This design comes from an exercise in tuning for a short achievable clock period and few clock cycles per item on the open sky130 flow, not from production work.
Where RTL was checked, it was by simulation tests only, not by an equivalence proof against the original.
No functional check of the RTL was part of run 2.
Power is estimated from default activity; no workload was simulated.

==> flow/design.v (outline; a module is shown in full before it is edited, if it fits) <==
// module snax_alu_csr: 73 lines
// module snax_alu_pe: 4008 lines
// module snax_alu_shell_wrapper: 108 lines
module snax_alu_shell_wrapper #(
  parameter int unsigned RegRWCount   = 3,
  parameter int unsigned RegROCount   = 2,
  parameter int unsigned NumPE        = 2,
  parameter int unsigned DataWidth    = 32,
  parameter int unsigned OutDataWidth = DataWidth*2,
  parameter int unsigned RegDataWidth = 32,
  parameter int unsigned RegAddrWidth = 32
)(
  input  logic clk_i,
  input  logic rst_ni,
  output logic [(NumPE*OutDataWidth)-1:0] acc2stream_0_data_o,
  output logic acc2stream_0_valid_o,
  input  logic acc2stream_0_ready_i,
  input  logic [(NumPE*DataWidth)-1:0] stream2acc_0_data_i,
  input  logic stream2acc_0_valid_i,
  output logic stream2acc_0_ready_o,
  input  logic [(NumPE*DataWidth)-1:0] stream2acc_1_data_i,
  input  logic stream2acc_1_valid_i,
  output logic stream2acc_1_ready_o,
  input  logic [RegRWCount*RegDataWidth-1:0]      csr_reg_set_i,
  input  logic                                    csr_reg_set_valid_i,
  output logic                                    csr_reg_set_ready_o,
  output logic [RegROCount*RegDataWidth-1:0]      csr_reg_ro_set_o
);
  // ...
==> flow/run.sh <==
#!/bin/bash
# synth_recipe.tcl (not shown) runs the flow's synth.tcl, then flattens the netlist and writes it again
# the make line also repeats each setting of config.mk as NAME=value (left out here)
make -C /OpenROAD-flow-scripts/flow DESIGN_CONFIG=/design/flow/config.mk WORK_HOME=/design/flow/orfs CLKGATE_MAP_FILE= SYNTH_SCRIPT=/design/flow/synth_recipe.tcl finish
==> flow/config.mk <==
export PLATFORM = sky130hd
export DESIGN_NAME = snax_alu_shell_wrapper
export DESIGN_NICKNAME = snax_alu_shell_wrapper
export VERILOG_FILES = /design/flow/design.v
export SDC_FILE = /design/flow/constraint.sdc
export NUM_CORES = 4
export LEC_CHECK = 0
export CAP_MARGIN = 20
export CORE_MARGIN = 2
export CORE_UTILIZATION = 40
export SLEW_MARGIN = 20
==> flow/constraint.sdc <==
create_clock -name core_clock -period 15.0 [get_ports {clk_i}]
set_input_delay 3.0000 -clock core_clock [delete_from_list [all_inputs] [get_ports {clk_i}]]
set_output_delay 3.0000 -clock core_clock [all_outputs]
set_load 0.01 [all_outputs]
==> key figures, run 1 <==
Yosys
  – YS warnings: 3
  – Simple-Gate Fraction of Synth Area: 14.6%
  – Largest area contributor in the netlist: fa_1
  – Post-Synth XOR/XNOR Area: 2.56%
  – Synth top area cells: fa_1 32%, edfxtp_1 14%, dfxtp_1 12%
  – Syn Area/Cell: 10.3 sq um
  – Post-synthesis mux area share: 1.56%

Finish
  – N_diodes: 11
  – Non-CTS buffers: 512
  – Signal buf overhead: 3.76%
  – Top flop regs: gen_pes.i_snax_alu_pe.tree_q x482, q_data x384, out_data_q x128
  – Final Cell Area: 125000 sq um
  – Fin util: 44.6%
  – Commonest cells after routing, fill and taps aside: 1804 x fa_1, 1507 x and2_1, 1497 x inv_1
  – Clk cell area share: 4.39%
  – Multi-In Gates: 7380

Route
  – Routed vias: 82500
  – Drt via density: 5.60
  – Detailed Route WL: 374 mm
  – Metal2 WL: 162 mm

Die
  – FP Rows: 194
  – IO Count: 426
  – Die Wd: 534 um
  – Die outline area: 285000 sq um

Critical path
  – R2r startpoint: gen_pes[1].i_snax_alu_pe.b_q[3]
  – Type of the worst setup path: register to register
  – Launch point of the critical path: gen_pes[1].i_snax_alu_pe.b_q[3]
  – Critical path destination: gen_pes[1].i_snax_alu_pe.oth_q[31]
  – CP required: 15690 ps
  – Worst path max stage delay: 740 ps

Hold path
  – Hold Path Sink: valid_q[1]

Outcome
  – Outcome: no timing/DRC/antenna violations

Job
  – MaxCap Viol Count: 0

Placement
  – Post-DP Area: 119000 sq um

GRT
  – GRT met2 Usage: 39.3%

Clock network
  – CTS Buffer Depth: 4
  – Resize count post-CTS: 0
  – Root buffer cell: clkbuf_16

Pwr
  – Switch Pwr: 16.3 mW
  – Seq pwr: 5.46 mW
  – Reg power frac: 17.6%

Timing
  – Worst-Margin Slew: 1160 ps
Testbench counts, summed over its fixed seeds: cycles 12,742, items 12,166.
==> module snax_alu_shell_wrapper, before the edit <==
module snax_alu_shell_wrapper #(
  parameter int unsigned RegRWCount   = 3,
  parameter int unsigned RegROCount   = 2,
  parameter int unsigned NumPE        = 2,
  parameter int unsigned DataWidth    = 32,
  parameter int unsigned OutDataWidth = DataWidth*2,
  parameter int unsigned RegDataWidth = 32,
  parameter int unsigned RegAddrWidth = 32
)(
  input  logic clk_i,
  input  logic rst_ni,
  output logic [(NumPE*OutDataWidth)-1:0] acc2stream_0_data_o,
  output logic acc2stream_0_valid_o,
  input  logic acc2stream_0_ready_i,
  input  logic [(NumPE*DataWidth)-1:0] stream2acc_0_data_i,
  input  logic stream2acc_0_valid_i,
  output logic stream2acc_0_ready_o,
  input  logic [(NumPE*DataWidth)-1:0] stream2acc_1_data_i,
  input  logic stream2acc_1_valid_i,
  output logic stream2acc_1_ready_o,
  input  logic [RegRWCount*RegDataWidth-1:0]      csr_reg_set_i,
  input  logic                                    csr_reg_set_valid_i,
  output logic                                    csr_reg_set_ready_o,
  output logic [RegROCount*RegDataWidth-1:0]      csr_reg_ro_set_o
);
  localparam int unsigned Width   = NumPE*OutDataWidth;
  localparam int unsigned Latency = 3;
  localparam int unsigned QDepth  = Latency;
  localparam int unsigned Cap     = QDepth + 1;
  logic       acc_output_success;
  logic       acc_ready;
  logic [1:0] csr_alu_config;
  logic [1:0] alu_mode;
  logic       in_ready_q;
  logic       take;
  logic [1:0] valid_q;
  logic       res_valid;
  logic [Width-1:0] res;
  logic             out_valid_q;
  logic [Width-1:0] out_data_q;
  logic [QDepth-1:0][Width-1:0] q_data;
  logic [1:0] q_wr, q_rd;
  logic [2:0] q_cnt;
  logic [2:0] occ_q;
  snax_alu_csr #(
    .RegDataWidth         ( RegDataWidth        )
  ) i_simple_alu_csr (
    .clk_i                ( clk_i               ),
    .rst_ni               ( rst_ni              ),
    .csr_reg_set_i        ( csr_reg_set_i       ),
    .csr_reg_set_valid_i  ( csr_reg_set_valid_i ),
    .csr_reg_set_ready_o  ( csr_reg_set_ready_o ),
    .csr_reg_ro_set_o     ( csr_reg_ro_set_o    ),
    .acc_output_success_i ( acc_output_success  ),
    .acc_ready_o          ( acc_ready           ),
    .csr_alu_config_o     ( csr_alu_config      )
  );
  assign alu_mode = csr_reg_set_valid_i ? csr_reg_set_i[1:0] : csr_alu_config;
  assign stream2acc_0_ready_o = in_ready_q;
  assign stream2acc_1_ready_o = in_ready_q;
  assign take = stream2acc_0_valid_i && stream2acc_1_valid_i && in_ready_q;
  assign acc2stream_0_valid_o = out_valid_q;
  assign acc2stream_0_data_o  = out_data_q;
  assign acc_output_success   = out_valid_q && acc2stream_0_ready_i;
  for (genvar i = 0; i < NumPE; i ++) begin: gen_pes
    snax_alu_pe i_snax_alu_pe (
      .clk_i  ( clk_i                                           ),
      .a_i    ( stream2acc_0_data_i[i*DataWidth+:DataWidth]     ),
      .b_i    ( stream2acc_1_data_i[i*DataWidth+:DataWidth]     ),
      .mode_i ( alu_mode                                        ),
      .c_o    ( res[i*OutDataWidth+:OutDataWidth]               )
    );
  end
  always_ff @(posedge clk_i or negedge rst_ni) begin
    if (!rst_ni) begin
      valid_q <= '0;
    end else begin
      valid_q <= {valid_q[0], take};
    end
  end
  assign res_valid = valid_q[1];
  logic out_free;
  logic q_push, q_pop;
  assign out_free = !out_valid_q || acc2stream_0_ready_i;
  assign q_pop    = out_free && (q_cnt != 0);
  assign q_push   = res_valid && !(out_free && (q_cnt == 0));
  always_ff @(posedge clk_i or negedge rst_ni) begin
    if (!rst_ni) begin
      out_valid_q <= 1'b0;
      q_wr        <= '0;
      q_rd        <= '0;
      q_cnt       <= '0;
      occ_q       <= '0;
      in_ready_q  <= 1'b1;
    end else begin
      if (out_free) out_valid_q <= (q_cnt != 0) || res_valid;
      if (q_push) q_wr <= (q_wr == QDepth-1) ? '0 : q_wr + 1;
      if (q_pop)  q_rd <= (q_rd == QDepth-1) ? '0 : q_rd + 1;
      q_cnt <= q_cnt + 3'(q_push) - 3'(q_pop);
      occ_q <= occ_q + 3'(take) - 3'(acc_output_success);
      in_ready_q <= (occ_q + 3'(take) - 3'(acc_output_success)) < Cap;
    end
  end
  always_ff @(posedge clk_i) begin
    if (out_free) out_data_q <= (q_cnt != 0) ? q_data[q_rd] : res;
    if (res_valid) q_data[q_wr] <= res;
  end
endmodule
==> inputs of run 2 (changes only) <==
--- a/flow/design.v
+++ b/flow/design.v
@@ -66,30 +66,53 @@
       end else begin
         len_counter <= len_counter;
       end
     end
   end
   assign csr_reg_ro_set_o[0] = {{(RegDataWidth-1){1'b0}},reg_ro_busy};
   assign csr_reg_ro_set_o[1] = reg_ro_perf_counter;
 endmodule
-module snax_alu_pe (
+module snax_alu_pe #(
+  parameter int unsigned FastLat = 1
+) (
   input  logic        clk_i,
   input  logic [31:0] a_i,
   input  logic [31:0] b_i,
   input  logic [ 1:0] mode_i,
-  output logic [63:0] c_o
+  output logic [63:0] fast_o,
+  output logic [63:0] prod_o
 );
   logic [31:0] a_q, b_q;
   logic [ 1:0] mode_q;
   always_ff @(posedge clk_i) begin
     a_q    <= a_i;
     b_q    <= b_i;
     mode_q <= mode_i;
   end
+  logic [31:0] fa, fb;
+  logic [ 1:0] fm;
+  logic [32:0] oth;
+  if (FastLat == 1) begin : gen_fast_in
+    assign fa = a_i;
+    assign fb = b_i;
+    assign fm = mode_i;
+  end else begin : gen_fast_reg
+    assign fa = a_q;
+    assign fb = b_q;
+    assign fm = mode_q;
+  end
+  always_comb begin
+    case (fm)
+      2'd1:    oth = {1'b0, fa} - {1'b0, fb};
+      2'd3:    oth = {1'b0, fa ^ fb};
+      default: oth = {1'b0, fa} + {1'b0, fb};
+    endcase
+  end
+  assign fast_o = (fm == 2'd1) ? {{31{oth[32]}}, oth} : {31'b0, oth};
   logic [31:0][31:0] pp;
   always_comb begin
     for (int i = 0; i < 32; i++)
       for (int j = 0; j < 32; j++)
         pp[i][j] = a_q[i] & b_q[j];
   end
   logic s1;
   logic c2;
@@ -3334,27 +3357,17 @@
   assign s1617 = pp[29][28] ^ pp[30][27] ^ pp[31][26];
   assign c1618 = (pp[29][28] & pp[30][27]) | (pp[29][28] & pp[31][26]) | (pp[30][27] & pp[31][26]);
   assign s1619 = c1404 ^ pp[27][31] ^ pp[28][30];
   assign c1620 = (c1404 & pp[27][31]) | (c1404 & pp[28][30]) | (pp[27][31] & pp[28][30]);
   assign s1621 = pp[29][29] ^ pp[30][28] ^ pp[31][27];
   assign c1622 = (pp[29][29] & pp[30][28]) | (pp[29][29] & pp[31][27]) | (pp[30][28] & pp[31][27]);
   assign s1623 = pp[28][31] ^ pp[29][30] ^ pp[30][29];
   assign c1624 = (pp[28][31] & pp[29][30]) | (pp[28][31] & pp[30][29]) | (pp[29][30] & pp[30][29]);
-  logic [32:0] oth;
-  always_comb begin
-    case (mode_q)
-      2'd1:    oth = {1'b0, a_q} - {1'b0, b_q};
-      2'd3:    oth = {1'b0, a_q ^ b_q};
-      default: oth = {1'b0, a_q} + {1'b0, b_q};
-    endcase
-  end
   logic [240:0] tree_q;
-  logic [32:0] oth_q;
-  logic [ 1:0] mode_q2;
   always_ff @(posedge clk_i) begin
       tree_q[0] <= pp[0][0];
       tree_q[1] <= pp[0][1];
       tree_q[2] <= pp[1][0];
       tree_q[3] <= pp[0][2];
       tree_q[4] <= pp[1][1];
       tree_q[5] <= pp[2][0];
       tree_q[6] <= pp[0][3];
@@ -3587,18 +3600,16 @@
       tree_q[233] <= pp[31][28];
       tree_q[234] <= c1624;
       tree_q[235] <= pp[29][31];
       tree_q[236] <= pp[30][30];
       tree_q[237] <= pp[31][29];
       tree_q[238] <= pp[30][31];
       tree_q[239] <= pp[31][30];
       tree_q[240] <= pp[31][31];
-      oth_q   <= oth;
-      mode_q2 <= mode_q;
   end
   logic s1625;
   logic c1626;
   logic s1627;
   logic c1628;
   logic s1629;
   logic c1630;
   logic s1631;
@@ -4062,27 +4073,20 @@
   assign s1853 = c1734 ^ s1735 ^ tree_q[229];
   assign c1854 = (c1734 & s1735) | (c1734 & tree_q[229]) | (s1735 & tree_q[229]);
   assign s1855 = c1736 ^ s1737 ^ tree_q[233];
   assign c1856 = (c1736 & s1737) | (c1736 & tree_q[233]) | (s1737 & tree_q[233]);
   assign s1857 = c1738 ^ s1739 ^ tree_q[237];
   assign c1858 = (c1738 & s1739) | (c1738 & tree_q[237]) | (s1739 & tree_q[237]);
   assign s1859 = c1740 ^ tree_q[238] ^ tree_q[239];
   assign c1860 = (c1740 & tree_q[238]) | (c1740 & tree_q[239]) | (tree_q[238] & tree_q[239]);
-  logic [63:0] row0, row1, prod;
+  logic [63:0] row0, row1;
   assign row0 = {1'b0, c1860, c1858, c1856, c1854, c1852, c1850, c1848, c1846, c1844, c1842, c1840, c1838, c1836, c1834, c1832, c1830, c1828, c1826, c1824, c1822, c1820, c1818, c1816, c1814, c1812, c1810, c1808, c1806, c1804, c1802, c1800, c1798, c1796, c1794, c1792, c1790, c1788, c1786, c1784, c1782, c1780, c1778, c1776, c1774, c1772, c1770, c1768, c1766, c1764, c1762, c1760, c1758, c1756, c1754, c1752, c1750, c1748, c1746, c1744, c1742, s1741, tree_q[1], tree_q[0]};
   assign row1 = {1'b0, tree_q[240], s1859, s1857, s1855, s1853, s1851, s1849, s1847, s1845, s1843, s1841, s1839, s1837, s1835, s1833, s1831, s1829, s1827, s1825, s1823, s1821, s1819, s1817, s1815, s1813, s1811, s1809, s1807, s1805, s1803, s1801, s1799, s1797, s1795, s1793, s1791, s1789, s1787, s1785, s1783, s1781, s1779, s1777, s1775, s1773, s1771, s1769, s1767, s1765, s1763, s1761, s1759, s1757, s1755, s1753, s1751, s1749, s1747, s1745, s1743, tree_q[5], tree_q[2], 1'b0};
-  assign prod = row0 + row1;
-  always_comb begin
-    case (mode_q2)
-      2'd2:    c_o = prod;
-      2'd1:    c_o = {{31{oth_q[32]}}, oth_q};
-      default: c_o = {31'b0, oth_q};
-    endcase
-  end
+  assign prod_o = row0 + row1;
 endmodule
 module snax_alu_shell_wrapper #(
   parameter int unsigned RegRWCount   = 3,
   parameter int unsigned RegROCount   = 2,
   parameter int unsigned NumPE        = 2,
   parameter int unsigned DataWidth    = 32,
   parameter int unsigned OutDataWidth = DataWidth*2,
   parameter int unsigned RegDataWidth = 32,
@@ -4100,28 +4104,30 @@
   input  logic stream2acc_1_valid_i,
   output logic stream2acc_1_ready_o,
   input  logic [RegRWCount*RegDataWidth-1:0]      csr_reg_set_i,
   input  logic                                    csr_reg_set_valid_i,
   output logic                                    csr_reg_set_ready_o,
   output logic [RegROCount*RegDataWidth-1:0]      csr_reg_ro_set_o
 );
   localparam int unsigned Width   = NumPE*OutDataWidth;
-  localparam int unsigned Latency = 3;
-  localparam int unsigned QDepth  = Latency;
+  localparam int unsigned FastLat = 1;
+  localparam int unsigned QDepth  = 3;
   localparam int unsigned Cap     = QDepth + 1;
   logic       acc_output_success;
   logic       acc_ready;
   logic [1:0] csr_alu_config;
   logic [1:0] alu_mode;
+  logic       is_mul;
   logic       in_ready_q;
   logic       take;
-  logic [1:0] valid_q;
-  logic       res_valid;
-  logic [Width-1:0] res;
+  logic       take_q;
+  logic       mul_q0, mul_q1;
+  logic       fast_valid, arr_valid;
+  logic [Width-1:0] fast_res, prod_res, arr_data;
   logic             out_valid_q;
   logic [Width-1:0] out_data_q;
   logic [QDepth-1:0][Width-1:0] q_data;
   logic [1:0] q_wr, q_rd;
   logic [2:0] q_cnt;
   logic [2:0] occ_q;
   snax_alu_csr #(
     .RegDataWidth         ( RegDataWidth        )
@@ -4139,51 +4145,65 @@
   assign alu_mode = csr_reg_set_valid_i ? csr_reg_set_i[1:0] : csr_alu_config;
   assign stream2acc_0_ready_o = in_ready_q;
   assign stream2acc_1_ready_o = in_ready_q;
   assign take = stream2acc_0_valid_i && stream2acc_1_valid_i && in_ready_q;
   assign acc2stream_0_valid_o = out_valid_q;
   assign acc2stream_0_data_o  = out_data_q;
   assign acc_output_success   = out_valid_q && acc2stream_0_ready_i;
   for (genvar i = 0; i < NumPE; i ++) begin: gen_pes
-    snax_alu_pe i_snax_alu_pe (
+    snax_alu_pe #(
+      .FastLat ( FastLat )
+    ) i_snax_alu_pe (
       .clk_i  ( clk_i                                           ),
       .a_i    ( stream2acc_0_data_i[i*DataWidth+:DataWidth]     ),
       .b_i    ( stream2acc_1_data_i[i*DataWidth+:DataWidth]     ),
       .mode_i ( alu_mode                                        ),
-      .c_o    ( res[i*OutDataWidth+:OutDataWidth]               )
+      .fast_o ( fast_res[i*OutDataWidth+:OutDataWidth]          ),
+      .prod_o ( prod_res[i*OutDataWidth+:OutDataWidth]          )
     );
   end
+  assign is_mul = (alu_mode == 2'd2);
   always_ff @(posedge clk_i or negedge rst_ni) begin
     if (!rst_ni) begin
-      valid_q <= '0;
+      take_q <= 1'b0;
+      mul_q0 <= 1'b0;
+      mul_q1 <= 1'b0;
     end else begin
-      valid_q <= {valid_q[0], take};
+      take_q <= take;
+      mul_q0 <= take && is_mul;
+      mul_q1 <= mul_q0;
     end
   end
-  assign res_valid = valid_q[1];
+  if (FastLat == 1) begin : gen_fast1
+    assign fast_valid = take && !is_mul;
+  end else begin : gen_fast2
+    assign fast_valid = take_q && !mul_q0;
+  end
+  assign arr_valid = fast_valid || mul_q1;
+  assign arr_data  = mul_q1 ? prod_res : fast_res;
   logic out_free;
   logic q_push, q_pop;
   assign out_free = !out_valid_q || acc2stream_0_ready_i;
   assign q_pop    = out_free && (q_cnt != 0);
-  assign q_push   = res_valid && !(out_free && (q_cnt == 0));
+  assign q_push   = arr_valid && !(out_free && (q_cnt == 0));
   always_ff @(posedge clk_i or negedge rst_ni) begin
     if (!rst_ni) begin
       out_valid_q <= 1'b0;
       q_wr        <= '0;
       q_rd        <= '0;
       q_cnt       <= '0;
       occ_q       <= '0;
       in_ready_q  <= 1'b1;
     end else begin
-      if (out_free) out_valid_q <= (q_cnt != 0) || res_valid;
+      if (out_free) out_valid_q <= (q_cnt != 0) || arr_valid;
       if (q_push) q_wr <= (q_wr == QDepth-1) ? '0 : q_wr + 1;
       if (q_pop)  q_rd <= (q_rd == QDepth-1) ? '0 : q_rd + 1;
       q_cnt <= q_cnt + 3'(q_push) - 3'(q_pop);
       occ_q <= occ_q + 3'(take) - 3'(acc_output_success);
       in_ready_q <= (occ_q + 3'(take) - 3'(acc_output_success)) < Cap;
     end
   end
   always_ff @(posedge clk_i) begin
-    if (out_free) out_data_q <= (q_cnt != 0) ? q_data[q_rd] : res;
-    if (res_valid) q_data[q_wr] <= res;
+    if (out_free) out_data_q <= (q_cnt != 0) ? q_data[q_rd] : arr_data;
+    if (arr_valid) q_data[q_wr] <= arr_data;
   end
 endmodule
==> run 2 against run 1 <==
  * Sequential cell count fell by 70
  * Worst hold slack got worse by 18 ps
  * Setup slack got worse by 3300 ps
  * Global-route usage rose by 1.1 points
  * Utilization fell by 0.13 points
  * Register-to-register slack got worse by 550 ps
  * Synthesized area fell by 0.68%
  * Clock-buffer cell count fell by 8
  * Via count rose by 1.3%
  * Critical path type is now input port to register
  * Largest power group unchanged
==> key figures, run 2 <==
Outcome
  – Outcome: no timing/DRC/antenna violations (unchanged)

Yosys
  – Register area share after synthesis: 27.2% (was 28.3%)
  – Commonest cells post-synth: 1804 x fa_1, 1564 x and2_1, 1548 x inv_1 (was 1804 x fa_1, 1510 x and2_1, 1500 x inv_1)
  – Syn Area/Cell: 10.2 sq um (was 10.3 sq um)
  – YS warnings: 3 (unchanged)
  – Synth top area share: 32.4% (was 32.1%)
  – Flops & latches, synth: 1235 (was 1305)
  – Largest area contributor in the netlist: fa_1 (unchanged)
  – Post-synthesis cell count: 11000 (was 10900)
  – Post-synthesis cell type count: 91 (was 89)
  – Synth top area cells: fa_1 32%, edfxtp_1 14%, dfxtp_1 11% (was fa_1 32%, edfxtp_1 14%, dfxtp_1 12%)
  – Most common cell in the netlist: fa_1 (unchanged)
  – Synth async-reset ratio: 9.15% (was 8.66%)
  – EDFF count, synth: 512 (unchanged)
  – Synthesized area: 112000 sq um (about the same)
  – Main synth FF type: dfxtp_1 (unchanged)

Critical path
  – Crit end category: register (unchanged)
  – CP required: 15560 ps (was 15690 ps)
  – Crit-path cells: buf_2, buf_4, mux2i_1, inv_1, nand2_2, nor2_1, a21o_1, fa_1, nand2b_1, a21oi_1, o2111a_1, o211ai_1, a31o_2, o31ai_1, o21ai_1, nand2_1, buf_4, a22o_1, a31oi_1 (was buf_4, or4_1, or4_1, or2_2, nor3_1, a21oi_1, xnor2_1, ha_1, nand2_1, nor2_1, nand3_1, or3b_2, a21oi_1, o41ai_1, o31ai_1, a41oi_1, xor2_1, o21ai_0)
  – Crit path DAT: 9830 ps (was 6660 ps)
  – Type of the worst setup path: input port to register (was register to register)
  – Worst path max stage delay: 880 ps (was 740 ps)
  – Worst path most repeated cell: buf_4
  – Setup crit start kind: input port (was register)
  – Crit-path max FO: 83 (was 19)
  – Slowest cell on crit path: mux2i_1 (was or4_1)

Clock network
  – Cts bufs inserted: 145 (was 162)
  – Reg clk slew, reported paths: 60 ps (about the same)
  – Max H-tree Level: 4 (unchanged)
  – Post-CTS Setup Bufs: 0 (unchanged)
  – CTS tree: built (unchanged)
  – Root buffer cell: clkbuf_16 (unchanged)
  – Resize count post-CTS: 0 (unchanged)
  – Worst-Skew Late Latency: 870 ps (about the same)
  – Hold_buf cts: 0 (unchanged)
  – Clk sink count: 1235 (was 1305)
  – CTS Buffer Depth: 4 (unchanged)

GRT
  – Antenna violations before repair: 54 (was 32)
  – Total gr overflow: 0 (unchanged)
  – First-pass GRT wire length: 578 mm (was 562 mm)
  – Vias in the first global route: 88500 (was 87800)
  – Total GRT Usage: 27.3% (was 26.1%)
  – Largest net degree at the start of global routing: 191 (was 201)

Hold path
  – Hold Path Class: register to register (unchanged)

Finish
  – Share of cells above drive strength 1: 5.16% (was 4.95%)
  – Fin util: 44.5% (was 44.6%)
  – Max FFs per register: 482 (unchanged)
  – Commonest cells after routing, fill and taps aside: 1804 x fa_1, 1564 x and2_1, 1546 x inv_1 (was 1804 x fa_1, 1507 x and2_1, 1497 x inv_1)
  – Largest reg by FF count: gen_pes.i_snax_alu_pe.tree_q (unchanged)
  – Top flop regs: gen_pes.i_snax_alu_pe.tree_q x482, q_data x384, out_data_q x128 (unchanged)
  – Commonest non-fill, non-tap cell in the layout: fa_1 (unchanged)
  – Synthesis-to-layout area growth: 10.3% (was 10.8%)
  – Nets: 13200 (about the same)

Route
  – DRC Markers: 0 (unchanged)
  – Routed len/inst: 26.3 um (was 25.4 um)
  – Drt pass-1 iters: 8 (was 6)
  – Drt via density: 5.65 (was 5.60)
  – Antenna-violating nets left: 0 (unchanged)
  – Detailed Route WL: 388 mm (was 374 mm)
  – Initial drt markers: 8227 (was 8063)
  – Routed vias: 83600 (was 82500)

Die
  – Die outline area: 283000 sq um (was 285000 sq um)
  – IO Count: 426 (unchanged)
  – Die Span Y: 532 um (was 534 um)
  – Starting Density: 40.3% (was 40.2%)
  – Core footprint: 277000 sq um (was 279000 sq um)
  – Die Wd: 532 um (was 534 um)
  – FP Rows: 193 (was 194)

Timing
  – Final setup violation count: 0 (unchanged)
  – Pins over their slew limit: 0 (unchanged)
  – RSZ-0062 raised after global routing: false (unchanged)
  – Final Skew: 87.3 ps (was 76.0 ps)
  – Fin crit share: 61.8% (was 39.8%)
  – Min Tclk post-route: 9260 ps (was 5970 ps)
  – Maximum clock rate: 108 MHz (was 168 MHz)
  – Final setup TNS: 0 ps (unchanged)
  – Fin Hold WS: 334 ps (was 352 ps)
  – Final Hold Viols: 0 (unchanged)
  – Worst-Margin Slew: 1320 ps (was 1160 ps)
  – Final WS setup: 5740 ps (was 9030 ps)
  – Slew HR: 12.2% (was 22.7%)

Pwr
  – Leak: 52.4 nW (was 53.1 nW)
  – Pwr/cell area: 240 nW/um^2 (was 248 nW/um^2)
  – Largest vdd supply drop: 0.263 mV (was 0.337 mV)

Placement
  – IO buf count: 331 (unchanged)
  – Dpl hpwl: 259 mm (was 246 mm)
  – Place WS: 4900 ps (was 9030 ps)
  – Gp weighted congestion: 0.937 (was 0.931)

Job
  – MaxCap Viol Count: 0 (unchanged)
run 2: changes by cell type after synthesis, moves of 63 or more:
| cell | previous run | this run |
|---|---|---|
| dfxtp_1 | 680 | 610 |
| a22oi_1 | 99 | 8 |
| clkbuf_1 | 669 | 606 |
| nand2_1 | 742 | 829 |
| ha_1 | 332 | 266 |
| a21oi_1 | 516 | 428 |
| o2bb2ai_1 | 229 | 345 |
| o21ai_0 | 314 | 222 |
run 2: cell type report:
type | count | area (sq um)
multi-input cells | 7521 | 72900
repair buffers | 495 | 4550
clock buffers | 194 | 4080
inverters | 1551 | 5840
diodes | 30 | 75.1
clock inverters | 53 | 532
flip-flops and latches | 1235 | 30500
well taps | 3705 | 4640
fillers | 26100 | 154000
run 2: metal layers:
metal | global-route usage (%) | share of wire [%]
met1 | 36.6 | 41
met2 | 42.2 | 44
met3 | 5.49 | 9.5
met4 | 12.9 | 5.3
met5 | 0 | 0.026
run 2: report_power, final:
| group | switching, mW | internal, mW | leakage [nW] | total, mW |
|---|---|---|---|---|
| Clock | 1.51 | 2.02 | 2.25 | 3.52 |
| Sequential | 0.571 | 4.66 | 11.4 | 5.23 |
| Combinational | 13.7 | 7.16 | 38.8 | 20.8 |
run 2: logic make-up (layout without fill, tap and decap cells):
family,count (synthesis),after routing,share of synthesized area [%]
simple gates,3328,3328,15.8
buf+inv,2243,2293,7.69
compound gates,1582,1582,9.68
xor+xnor,328,328,2.57
other cells,2,62,0.00673
fa+ha+maj,2070,2070,35.3
mux,181,181,1.66
flops,1235,1235,27.2
run 2: worst max-delay path: cells and delay by family:
family,cells,cell delay (ps)
buf+inv,4,1490
fa+ha+maj,1,380
compound gates,9,3020
simple gates,4,980
mux,1,880
run 2: final timing paths:
path / from / end / slack [ps] / cells past startpoint
max: csr_reg_set_valid_i / q_data[58] / 5740 / 19
min: mul_q0 / mul_q1 / 330 / 0
max reg2reg: i_simple_alu_csr.csr_reg_rw_set[0] / q_data[58] / 8480 / 17
min reg2reg: mul_q0 / mul_q1 / 330 / 0
max in group asynchronous: rst_ni / q_rd[1] / 11410 / 2
min in group asynchronous: rst_ni / i_simple_alu_csr.csr_reg_rw_set[43] / 2210 / 1
run 2: stage by stage:
step / area [sq um] / power [mW] / instances
detailed placement: 118000 / 25.7 / 14500
global route: 123000 / 31.6 / 14800
finish: 123000 / 29.6 / 14800
CTS: 123000 / 29.3 / 14800
floorplan: 112000 / 17.5 / 11000
global placement: 118000 / 25.5 / 14500

static timing again, ports no longer ideal:
No port has a modelled driver above. Below, the same layouts with a new extraction and two added sets of constraints. Step 1 assumes that a clkbuf_16 drives the clock port and a buf_2 every other input. Step 2 also shifts input and output timing later by t, the mid clock arrival at the registers, as if the neighbouring blocks saw the same clock. Three values: no drivers, after step 1, after step 2; two values: the first two.
run | shift t [ns] | slack for setup (ns) | hold WS [ns] | clock arrival spread, ns
run 1 | 0.925 | 9.031 / 9.031 / 8.958 | 0.352 / 0.352 / 0.352 | 0.082 / 0.082
run 2 | 0.932 | 5.735 / 5.823 / 4.890 | 0.334 / 0.334 / 0.334 | 0.091 / 0.091
After both steps every run listed still meets setup and hold. The setup slack of run 2, which loses most, moves by +0.088 ns with the drivers and by -0.845 ns with both steps.
